Background: an optimization exercise with open tools, aiming at small area. Do not read the settings as production practice.
RTL that was checked went through simulation tests only; none was proved equivalent to the original.
Power is estimated from default activity; no workload was simulated.

== job 1738 ==
==> flow/design.v <==
module baud_tick_gen(
    input clock,
    input reset,
    output baud_tick
);
reg [8:0] lfsr;
assign baud_tick = (lfsr == 9'd28);
always @(posedge clock) begin
    if (reset || baud_tick)
        lfsr <= 9'd0;
    else
        lfsr <= {lfsr[7:0], ~(lfsr[8] ^ lfsr[4])};
end
endmodule
module uart_rx(
    input b_tick,
    input clock,
    input reset,
    input rx,
    input fifo_full,
    input fifo_pending,
    output reg [7:0] data_out,
    output [2:0] LSR,
    output frame_end
);
reg buffer_overrun, parity_error, framing_error;
assign LSR = {framing_error, parity_error, buffer_overrun};
reg sync_rx, i_rx;
always @(posedge clock) begin
    sync_rx <= rx;
    i_rx <= sync_rx;
end
reg [3:0] b, cnt;
wire idle  = (b == 4'd3);
wire start = (b == 4'd7);
wire last  = b_tick & (cnt == 4'd15);
always @(posedge clock) begin
    if (reset)
        b <= 4'd3;
    else if (idle) begin
        if (!i_rx) begin
            b <= 4'd7;
            cnt <= 4'd7;
        end
    end else if (b_tick) begin
        if (start & cnt[3] & cnt[0] & i_rx)
            b <= 4'd3;
        else
            {b, cnt} <= {b, cnt} + 8'd1;
    end
end
always @(posedge clock) begin
    if (reset | (idle & !i_rx & !fifo_pending))
        data_out <= 8'd0;
    else if (last & b[3])
        data_out <= {i_rx, data_out[7:1]};
end
assign frame_end = last & (b == 4'd2);
always @(posedge clock) begin
    if (last) begin
        if (b == 4'd8)
            parity_error <= i_rx;
        else if (b[3] || b == 4'd0)
            parity_error <= parity_error ^ i_rx;
        if (b == 4'd1)
            framing_error <= !i_rx;
        else if (b == 4'd2 && !i_rx)
            framing_error <= 1'b1;
        if (b == 4'd2)
            buffer_overrun <= fifo_full;
    end
end
endmodule
module fifo(
    input reset,
          clock,
          wr_en,
          rd_en,
    input [11:0] data_in,
    output reg [11:0] data_out,
    output reg pending,
    output empty, full
);
reg [2:0] wpos, lpos;
reg [11:0] ring [0:7];
assign full  = (wpos == lpos);
assign empty = (wpos == lpos + 3'd1);
wire push = wr_en & !full;
wire pop  = rd_en & !empty;
wire hold_done = data_in[0];
wire [11:0] held = {data_in[11:4], data_in[3:1] & {3{hold_done}}, hold_done};
wire store = pending & (wpos == 3'd0);
integer i;
always @(posedge clock) begin
    ring[0] <= store ? held : ring[7];
    for (i = 1; i < 8; i = i + 1)
        ring[i] <= ring[i-1];
end
always @(posedge clock) begin
    if (reset) begin
        wpos <= 3'd0;
        lpos <= 3'd7;
        pending <= 1'b1;
    end else begin
        wpos <= wpos + {1'b0, push, !push};
        lpos <= lpos + {1'b0, pop, !pop};
        if (push)
            pending <= 1'b1;
        else if (store)
            pending <= 1'b0;
    end
end
always @(*) begin
    data_out = 12'd0;
    if (pending & empty)
        data_out = held;
    else
        for (i = 0; i < 8; i = i + 1)
            data_out = data_out | ({12{lpos == i}} & ring[i]);
end
endmodule
module fifo8(
    input reset,
          clock,
          wr_en,
          rd_en,
          waiting,
    input [7:0] data_in,
    output [7:0] data_out,
    output empty, full
);
reg [7:0] valid;
reg [7:0] stage [0:7];
wire in_flight = !valid[7] & !waiting;
reg seen, two;
integer k;
always @(*) begin
    seen = 1'b0;
    two = 1'b0;
    for (k = 0; k < 7; k = k + 1) begin
        two = two | (seen & valid[k]);
        seen = seen | valid[k];
    end
end
wire one_at_most = !two;
assign full  = &valid[6:0] & !in_flight;
assign empty = in_flight ? one_at_most : !(|valid[6:0]);
wire push = wr_en & !full;
wire [6:0] move;
assign move[6] = valid[6] & (!valid[7] | rd_en);
genvar g;
generate
    for (g = 0; g < 6; g = g + 1) begin : mv
        assign move[g] = valid[g] & (!valid[g+1] | move[g+1]);
    end
endgenerate
integer i;
always @(posedge clock) begin
    if (push)
        stage[0] <= data_in;
    for (i = 1; i < 8; i = i + 1)
        if (move[i-1])
            stage[i] <= stage[i-1];
end
always @(posedge clock) begin
    if (reset) begin
        valid <= 8'd0;
    end else begin
        valid[0] <= (valid[0] & !move[0]) | push;
        for (i = 1; i < 7; i = i + 1)
            valid[i] <= (valid[i] & !move[i]) | move[i-1];
        valid[7] <= (valid[7] & !rd_en) | move[6];
    end
end
assign data_out = stage[7];
endmodule
module uart_tx(
    input b_tick,
          clock,
          reset,
          fifo_empty,
    input [7:0] data_in,
    output fifo_read,
    output waiting,
    output tx
);
reg [3:0] b, cnt;
wire idle = (b == 4'd3);
assign fifo_read = idle & (cnt == 4'd2);
assign waiting = idle & (cnt[1] ^ cnt[0]);
always @(posedge clock) begin
    if (reset) begin
        b <= 4'd3;
        cnt <= 4'd1;
    end else if (idle) begin
        if (cnt == 4'd3) begin
            b <= 4'd7;
            cnt <= 4'd0;
        end else if (cnt != 4'd1 || !fifo_empty)
            cnt <= cnt + 4'd1;
    end else if (b_tick)
        {b, cnt} <= {b, cnt} + 8'd1;
end
assign tx = (b == 4'd7) ? 1'b0 :
            b[3]        ? data_in[b[2:0]] :
            (b == 4'd0) ? ^data_in : 1'b1;
endmodule
module uart(
input clock,reset,
output tx,
input  rx,
output rx_empty,
input rd_uart,
output [7:0] data_out,
output [7:0] data_LSR,
output tx_full,
input wr_uart,
input [7:0] data_in
);
wire b_tick;
wire fifo_full;
wire [7:0] data_r;
wire [2:0] LSR;
wire rx_pending;
wire frame_end;
wire [7:0] tx_data;
wire tx_fifo_read;
wire tx_empty;
wire tx_waiting;
reg rx_wr_en, decide, done;
wire rx_idle = !rx_wr_en & !decide;
baud_tick_gen U0(.clock(clock),.reset(reset),.baud_tick(b_tick));
uart_rx U1(.clock(clock),.reset(reset),.b_tick(b_tick),.rx(rx),.fifo_full(fifo_full),.data_out(data_r),.LSR(LSR),.frame_end(frame_end),.fifo_pending(rx_pending));
fifo U2(.clock(clock),.reset(reset),.empty(rx_empty),.full(fifo_full),.wr_en(rx_wr_en),.rd_en(rd_uart),.data_in({data_r,LSR,done}),.pending(rx_pending),.data_out({data_out,data_LSR[3:0]}));
uart_tx U3(.clock(clock),.reset(reset),.b_tick(b_tick),.tx(tx),.data_in(tx_data),.fifo_empty(tx_empty),.fifo_read(tx_fifo_read),.waiting(tx_waiting));
fifo8 U4(.clock(clock),.reset(reset),.empty(tx_empty),.full(tx_full),.wr_en(wr_uart),.rd_en(tx_fifo_read),.waiting(tx_waiting),.data_in(data_in),.data_out(tx_data));
assign data_LSR[7:4] = 4'b0000;
always @(posedge clock) begin
    if (reset) begin
        rx_wr_en <= 1'b0;
        decide <= 1'b0;
        done <= 1'b0;
    end else begin
        rx_wr_en <= decide & !fifo_full;
        decide <= (rx_idle & frame_end) | (decide & done & fifo_full);
        if (rx_idle & frame_end)
            done <= 1'b1;
        else if (decide)
            done <= done & !fifo_full;
    end
end
endmodule
export LEC_CHECK = 0
export CAP_MARGIN = 20
export CORE_MARGIN = 2
export CORE_UTILIZATION = 78
export CTS_BUF_LIST = sky130_fd_sc_hd__clkbuf_4
export CTS_CLUSTER_DIAMETER = 40
export CTS_CLUSTER_SIZE = 10
export SLEW_MARGIN = 20
create_clock -name core_clock -period 10.0 [get_ports {clock}]
standard.sh (not shown) runs the stock make flow with config.mk's settings and CLKGATE_MAP_FILE= SYNTH_SCRIPT=/design/flow/synth_recipe.tcl, a recipe that flattens the netlist after the stock synthesis.
==> flow/flow/run.sh <==
#!/bin/bash
# The standard layout (standard.sh), with these changes:
# - synthesis maps the combinational logic with an area-oriented ABC script
#   (flow/synth.tcl, flow/abc_area.script); registers are mapped as in the
#   standard synthesis;
# - clock tree synthesis inserts no dummy loads and uses clkbuf_4;
# - the ports are buffered with buf_1.
# All tool output goes to standard.log here and to ORFS's logs under orfs/.
set -euo pipefail
export FLOW_WORK=$PWD
export FLOW_ABC_SCRIPT=$PWD/flow/abc_area.script
bash standard.sh \
  "SYNTH_SCRIPT=$PWD/flow/synth.tcl" \
  "CTS_ARGS=-sink_clustering_enable -repair_clock_nets -dont_use_dummy_load -buf_list sky130_fd_sc_hd__clkbuf_4 -sink_clustering_size 10 -sink_clustering_max_diameter 40" \
  "BUFFER_PORTS_ARGS=-buffer_cell sky130_fd_sc_hd__buf_1" \
  finish > standard.log 2>&1
==> flow/flow/abc_area.script <==
&get -n
&st
&dch
&nf -R 1000
&put
==> flow/flow/synth.tcl <==
# The standard flow's synthesis script, with one change: the technology mapping of the
# combinational logic runs ABC with flow/abc_area.script (area-oriented
# mapping with area recovery) instead of ORFS's speed script. The flip-flops
# are mapped before this step and are left as they are.
proc abc {args} {
  set i [lsearch $args -script]
  if {$i >= 0} { lset args [expr {$i + 1}] $::env(FLOW_ABC_SCRIPT) }
  yosys abc {*}$args
}
source $::env(FLOW_WORK)/synth_recipe.tcl
Job 1738: full flow OK, the timing, DRC and antenna checks passed
### job 1738 -> job 1026
--- a/flow/design.v
+++ b/flow/design.v
@@ -17,10 +17,10 @@
     input clock,
     input reset,
     input rx,
     input fifo_full,
-    input fifo_pending,
     output reg [7:0] data_out,
+    output clr_data,
     output [2:0] LSR,
     output frame_end
 );
 reg buffer_overrun, parity_error, framing_error;
@@ -48,12 +48,11 @@
         else
             {b, cnt} <= {b, cnt} + 8'd1;
     end
 end
-always @(posedge clock) begin
-    if (reset | (idle & !i_rx & !fifo_pending))
-        data_out <= 8'd0;
-    else if (last & b[3])
+assign clr_data = start;
+always @(posedge clock) begin
+    if (last & b[3])
         data_out <= {i_rx, data_out[7:1]};
 end
 assign frame_end = last & (b == 4'd2);
 always @(posedge clock) begin
@@ -76,48 +75,59 @@
           clock,
           wr_en,
           rd_en,
     input [11:0] data_in,
+    input clr_data,
     output reg [11:0] data_out,
-    output reg pending,
     output empty, full
 );
 reg [2:0] wpos, lpos;
+reg valid, pending, hold_clr;
 reg [11:0] ring [0:7];
 assign full  = (wpos == lpos);
 assign empty = (wpos == lpos + 3'd1);
 wire push = wr_en & !full;
 wire pop  = rd_en & !empty;
 wire hold_done = data_in[0];
-wire [11:0] held = {data_in[11:4], data_in[3:1] & {3{hold_done}}, hold_done};
+wire [11:0] held = {data_in[11:4] & {8{!hold_clr}}, data_in[3:1] & {3{hold_done}}, hold_done};
 wire store = pending & (wpos == 3'd0);
 integer i;
 always @(posedge clock) begin
     ring[0] <= store ? held : ring[7];
     for (i = 1; i < 8; i = i + 1)
         ring[i] <= ring[i-1];
 end
 always @(posedge clock) begin
+    if (push) begin
+                hold_clr <= clr_data;
+    end
+end
+always @(posedge clock) begin
     if (reset) begin
         wpos <= 3'd0;
         lpos <= 3'd7;
-        pending <= 1'b1;
+        valid <= 1'b0;
+        pending <= 1'b0;
     end else begin
         wpos <= wpos + {1'b0, push, !push};
         lpos <= lpos + {1'b0, pop, !pop};
+        if (pop)
+            valid <= 1'b1;
         if (push)
             pending <= 1'b1;
         else if (store)
             pending <= 1'b0;
     end
 end
 always @(*) begin
     data_out = 12'd0;
-    if (pending & empty)
-        data_out = held;
-    else
-        for (i = 0; i < 8; i = i + 1)
-            data_out = data_out | ({12{lpos == i}} & ring[i]);
+    if (valid) begin
+        if (pending & empty)
+            data_out = held;
+        else
+            for (i = 0; i < 8; i = i + 1)
+                data_out = data_out | ({12{lpos == i}} & ring[i]);
+    end
 end
 endmodule
 module fifo8(
     input reset,
@@ -220,19 +230,19 @@
 wire b_tick;
 wire fifo_full;
 wire [7:0] data_r;
 wire [2:0] LSR;
-wire rx_pending;
+wire rx_clr;
 wire frame_end;
 wire [7:0] tx_data;
 wire tx_fifo_read;
 wire tx_empty;
 wire tx_waiting;
 reg rx_wr_en, decide, done;
 wire rx_idle = !rx_wr_en & !decide;
 baud_tick_gen U0(.clock(clock),.reset(reset),.baud_tick(b_tick));
-uart_rx U1(.clock(clock),.reset(reset),.b_tick(b_tick),.rx(rx),.fifo_full(fifo_full),.data_out(data_r),.LSR(LSR),.frame_end(frame_end),.fifo_pending(rx_pending));
-fifo U2(.clock(clock),.reset(reset),.empty(rx_empty),.full(fifo_full),.wr_en(rx_wr_en),.rd_en(rd_uart),.data_in({data_r,LSR,done}),.pending(rx_pending),.data_out({data_out,data_LSR[3:0]}));
+uart_rx U1(.clock(clock),.reset(reset),.b_tick(b_tick),.rx(rx),.fifo_full(fifo_full),.data_out(data_r),.LSR(LSR),.frame_end(frame_end),.clr_data(rx_clr));
+fifo U2(.clock(clock),.reset(reset),.empty(rx_empty),.full(fifo_full),.wr_en(rx_wr_en),.rd_en(rd_uart),.data_in({data_r,LSR,done}),.clr_data(rx_clr),.data_out({data_out,data_LSR[3:0]}));
 uart_tx U3(.clock(clock),.reset(reset),.b_tick(b_tick),.tx(tx),.data_in(tx_data),.fifo_empty(tx_empty),.fifo_read(tx_fifo_read),.waiting(tx_waiting));
 fifo8 U4(.clock(clock),.reset(reset),.empty(tx_empty),.full(tx_full),.wr_en(wr_uart),.rd_en(tx_fifo_read),.waiting(tx_waiting),.data_in(data_in),.data_out(tx_data));
 assign data_LSR[7:4] = 4'b0000;
 always @(posedge clock) begin
Results
- Compared with job 1738, job 1026 shows a sequential cell count that is 0.93% higher.
- Changes observed in job 1026 relative to job 1738: detailed-routing iteration count for the pre-antenna-repair pass went down, proportion of cell area occupied by registers up 0.94 points, post-route core utilization went up.
- Across both runs, global-route usage was higher for job 1026 than for job 1738.
- The final-layout clock-cell area share on job 1738 is in line with that on job 1026.
- Worst hold slack in job 1026 is 5.3 ps lower than in job 1738
- Diff job 1738..job 1026 | sequential power | negligible
- The final reports for job 1026 and job 1738 show mean area per synthesized cell higher in the former.
- Against job 1738 as the reference, job 1026 delivers a lower simple-gate area share of the yosys netlist.
- Comparing job 1026 and job 1738, the higher wire length was measured on job 1026.
- Relative to job 1738, share of power burned in the clock network increased by 1.3 points in job 1026.
- ~same clock skew in job 1026 and job 1738
Function not checked in job 1026: the RTL went through the layout flow alone.

========
the previous run:
uart, a different RTL version from the one above (not shown whole).
Size in the first run: roughly 570 cells after synthesis, about 220 flip-flops, roughly 7400 sq um of cells after synthesis.
==> module uart_rx, before the edit <==
module uart_rx(
    input b_tick,
    input clock,
    input reset,
    input rx,
    input fifo_full,
    input clear_flags,
    output reg [7:0] data_out,
    output clr_data,
    output [3:0] LSR
);
reg rx_done, buffer_overrun, parity_error, framing_error;
assign LSR = {framing_error, parity_error, buffer_overrun, rx_done};
reg sync_rx, i_rx;
always @(posedge clock) begin
    sync_rx <= rx;
    i_rx <= sync_rx;
end
reg [3:0] b, cnt;
wire idle  = (b == 4'd3);
wire start = (b == 4'd7);
wire last  = b_tick & (cnt == 4'd15);
always @(posedge clock) begin
    if (reset)
        b <= 4'd3;
    else if (idle) begin
        if (!i_rx) begin
            b <= 4'd7;
            cnt <= 4'd7;
        end
    end else if (b_tick) begin
        if (start & cnt[3] & cnt[0] & i_rx)
            b <= 4'd3;
        else
            {b, cnt} <= {b, cnt} + 8'd1;
    end
end
assign clr_data = start;
always @(posedge clock) begin
    if (last & b[3])
        data_out <= {i_rx, data_out[7:1]};
end
always @(posedge clock) begin
    if (reset | clear_flags)
        rx_done <= 1'b0;
    else if (last & (b == 4'd2))
        rx_done <= 1'b1;
end
always @(posedge clock) begin
    if (last) begin
        if (b == 4'd8)
            parity_error <= i_rx;
        else if (b[3] || b == 4'd0)
            parity_error <= parity_error ^ i_rx;
        if (b == 4'd1)
            framing_error <= !i_rx;
        else if (b == 4'd2 && !i_rx)
            framing_error <= 1'b1;
        if (b == 4'd2)
            buffer_overrun <= fifo_full;
    end
end
endmodule
==> module uart, before the edit <==
module uart(
input clock,reset,
output tx,
input  rx,
output rx_empty,
input rd_uart,
output [7:0] data_out,
output [7:0] data_LSR,
output tx_full,
input wr_uart,
input [7:0] data_in
);
wire b_tick;
wire fifo_full;
wire [7:0] data_r;
wire [3:0] LSR;
wire rx_clr;
reg clear_flags;
reg rx_wr_en;
reg rx_wr_flag;
wire [7:0] tx_data;
wire tx_fifo_read;
wire tx_empty;
baud_tick_gen U0(.clock(clock),.reset(reset),.baud_tick(b_tick));
uart_rx U1(.clock(clock),.reset(reset),.b_tick(b_tick),.rx(rx),.fifo_full(fifo_full),.data_out(data_r),.LSR(LSR),.clr_data(rx_clr),.clear_flags(clear_flags));
fifo U2(.clock(clock),.reset(reset),.empty(rx_empty),.full(fifo_full),.wr_en(rx_wr_en),.rd_en(rd_uart),.data_in({data_r,LSR}),.clr_data(rx_clr),.data_out({data_out,data_LSR[3:0]}));
uart_tx U3(.clock(clock),.reset(reset),.b_tick(b_tick),.tx(tx),.data_in(tx_data),.fifo_empty(tx_empty),.fifo_read(tx_fifo_read));
fifo8 U4(.clock(clock),.reset(reset),.empty(tx_empty),.full(tx_full),.wr_en(wr_uart),.rd_en(tx_fifo_read),.data_in(data_in),.data_out(tx_data));
assign data_LSR[7:4] = 4'b0000;
always @(posedge clock) begin
    if (reset) begin
        rx_wr_en <= 1'b0;
        clear_flags <= 1'b0;
        rx_wr_flag <= 1'b0;
    end else begin
        if (LSR[0]) begin
            if (!fifo_full && !rx_wr_flag) begin
                rx_wr_en <= 1'b1;
                rx_wr_flag <= 1'b1;
            end else begin
                rx_wr_en <= 1'b0;
                clear_flags <= 1'b1;
            end
        end else begin
            clear_flags <= 1'b0;
            rx_wr_flag <= 1'b0;
            rx_wr_en <= 1'b0;
        end
    end
end
endmodule
==> flow/config.mk <==
export PLATFORM = sky130hd
export DESIGN_NAME = uart
export DESIGN_NICKNAME = uart
export VERILOG_FILES = /design/flow/design.v
export SDC_FILE = /design/flow/constraint.sdc
export NUM_CORES = 4
export LEC_CHECK = 0
export CAP_MARGIN = 20
export CORE_MARGIN = 2
export CORE_UTILIZATION = 78
export CTS_BUF_LIST = sky130_fd_sc_hd__clkbuf_4
export CTS_CLUSTER_DIAMETER = 40
export CTS_CLUSTER_SIZE = 10
export SLEW_MARGIN = 20
==> flow/constraint.sdc <==
create_clock -name core_clock -period 10.0 [get_ports {clock}]
set_input_delay 2.0000 -clock core_clock [delete_from_list [all_inputs] [get_ports {clock}]]
set_output_delay 2.0000 -clock core_clock [all_outputs]
set_load 0.01 [all_outputs]
Scripts as last shown in full above: flow/flow/run.sh, flow/flow/abc_area.script, flow/flow/synth.tcl
The previous run finished all stages; the layout is clean.
#### Input delta (the current run over the previous run)
-- flow/design.v --
<<< the previous run, line 19
    input rx,
    input fifo_full,
    input clear_flags,
    output reg [7:0] data_out,
    output clr_data,
    output [3:0] LSR
);
reg rx_done, buffer_overrun, parity_error, framing_error;
assign LSR = {framing_error, parity_error, buffer_overrun, rx_done};
reg sync_rx, i_rx;
always @(posedge clock) begin
>>> the current run, line 19
    input rx,
    input fifo_full,
    output reg [7:0] data_out,
    output clr_data,
    output [2:0] LSR,
    output frame_end
);
reg buffer_overrun, parity_error, framing_error;
assign LSR = {framing_error, parity_error, buffer_overrun};
reg sync_rx, i_rx;
always @(posedge clock) begin
<<< the previous run, line 55
        data_out <= {i_rx, data_out[7:1]};
end
always @(posedge clock) begin
    if (reset | clear_flags)
        rx_done <= 1'b0;
    else if (last & (b == 4'd2))
        rx_done <= 1'b1;
end
always @(posedge clock) begin
    if (last) begin
>>> the current run, line 55
        data_out <= {i_rx, data_out[7:1]};
end
assign frame_end = last & (b == 4'd2);
always @(posedge clock) begin
    if (last) begin
<<< the previous run, line 228
wire fifo_full;
wire [7:0] data_r;
wire [3:0] LSR;
wire rx_clr;
reg clear_flags;
reg rx_wr_en;
reg rx_wr_flag;
wire [7:0] tx_data;
wire tx_fifo_read;
wire tx_empty;
baud_tick_gen U0(.clock(clock),.reset(reset),.baud_tick(b_tick));
uart_rx U1(.clock(clock),.reset(reset),.b_tick(b_tick),.rx(rx),.fifo_full(fifo_full),.data_out(data_r),.LSR(LSR),.clr_data(rx_clr),.clear_flags(clear_flags));
fifo U2(.clock(clock),.reset(reset),.empty(rx_empty),.full(fifo_full),.wr_en(rx_wr_en),.rd_en(rd_uart),.data_in({data_r,LSR}),.clr_data(rx_clr),.data_out({data_out,data_LSR[3:0]}));
uart_tx U3(.clock(clock),.reset(reset),.b_tick(b_tick),.tx(tx),.data_in(tx_data),.fifo_empty(tx_empty),.fifo_read(tx_fifo_read));
fifo8 U4(.clock(clock),.reset(reset),.empty(tx_empty),.full(tx_full),.wr_en(wr_uart),.rd_en(tx_fifo_read),.data_in(data_in),.data_out(tx_data));
>>> the current run, line 223
wire fifo_full;
wire [7:0] data_r;
wire [2:0] LSR;
wire rx_clr;
wire frame_end;
wire [7:0] tx_data;
wire tx_fifo_read;
wire tx_empty;
reg rx_wr_en, decide, done;
wire rx_idle = !rx_wr_en & !decide;
baud_tick_gen U0(.clock(clock),.reset(reset),.baud_tick(b_tick));
uart_rx U1(.clock(clock),.reset(reset),.b_tick(b_tick),.rx(rx),.fifo_full(fifo_full),.data_out(data_r),.LSR(LSR),.frame_end(frame_end),.clr_data(rx_clr));
fifo U2(.clock(clock),.reset(reset),.empty(rx_empty),.full(fifo_full),.wr_en(rx_wr_en),.rd_en(rd_uart),.data_in({data_r,LSR,done}),.clr_data(rx_clr),.data_out({data_out,data_LSR[3:0]}));
uart_tx U3(.clock(clock),.reset(reset),.b_tick(b_tick),.tx(tx),.data_in(tx_data),.fifo_empty(tx_empty),.fifo_read(tx_fifo_read));
fifo8 U4(.clock(clock),.reset(reset),.empty(tx_empty),.full(tx_full),.wr_en(wr_uart),.rd_en(tx_fifo_read),.data_in(data_in),.data_out(tx_data));
<<< the previous run, line 245
    if (reset) begin
        rx_wr_en <= 1'b0;
        clear_flags <= 1'b0;
        rx_wr_flag <= 1'b0;
    end else begin
        if (LSR[0]) begin
            if (!fifo_full && !rx_wr_flag) begin
                rx_wr_en <= 1'b1;
                rx_wr_flag <= 1'b1;
            end else begin
                rx_wr_en <= 1'b0;
                clear_flags <= 1'b1;
            end
        end else begin
            clear_flags <= 1'b0;
            rx_wr_flag <= 1'b0;
            rx_wr_en <= 1'b0;
        end
    end
end
>>> the current run, line 240
    if (reset) begin
        rx_wr_en <= 1'b0;
        decide <= 1'b0;
        done <= 1'b0;
    end else begin
        rx_wr_en <= decide & !fifo_full;
        decide <= (rx_idle & frame_end) | (decide & done & fifo_full);
        done <= (rx_idle & frame_end) | (decide & done & !fifo_full);
    end
end
==> comparison <==
The current run: share of cells above drive strength 1 lower than the previous run
There was hardly any difference in fraction of the mapped netlist area in adder cells between the previous run and the current run.
Sequential cell count went down slightly going from the previous run to the current run.
Taking the previous run as the reference point, the per-cell via count in the routed design of the current run rises by 0.38%.
On the current run: number of fillers in the final layout is 2 lower than what the previous run gave.
Number of ordinary inverters in the final layout: the current run vs the previous run down 2
Status: via count parity (the previous run, the current run)
Comparing the current run and the previous run, final hold slack is lower on the previous run.
Between the current run and the previous run, the die area figures differ only marginally.
On clock skew, the current run tracks the previous run almost exactly.
The current run ends up with lower XOR/XNOR share of the synthesized area than the previous run does.
Reported leakage power down about 0.7% in the current run wrt the previous run
Against the previous run, the current run comes in 0.28 points lower on portion of the layout cell area used by non-clock buffers.

## what the ideal ports hide
No port has a modelled driver above. Below, the same layouts with a new extraction and two added sets of constraints. Step 1 sets driving cells, clkbuf_16 on the clock port and buf_2 on the other inputs (assumed; they add their load-dependent delay and slew). Step 2 adds t to the input delays and takes it off the output delays; t is the mean of the earliest and latest rising clock arrival at the registers after step 1. Input paths then give back, and output paths get back, about the clock's delay inside the block. Slacks: no drivers / after step 1 / after step 2; pairs: no drivers / after step 1.
run	t, ns	setup WS [ns]	worst setup path after step 2	latest minus earliest clock arrival (ns)
job 1738	0.617	4.873 / 4.839 / 5.456	register to output	0.026 / 0.026
job 1026	0.609	4.669 / 4.637 / 5.246	register to output	0.025 / 0.025
the previous run	0.621	4.748 / 4.717 / 5.337	register to output	0.037 / 0.037
the current run	0.615	4.576 / 4.537 / 5.152	register to output	0.036 / 0.036
After both steps setup and hold are still met in every run listed.
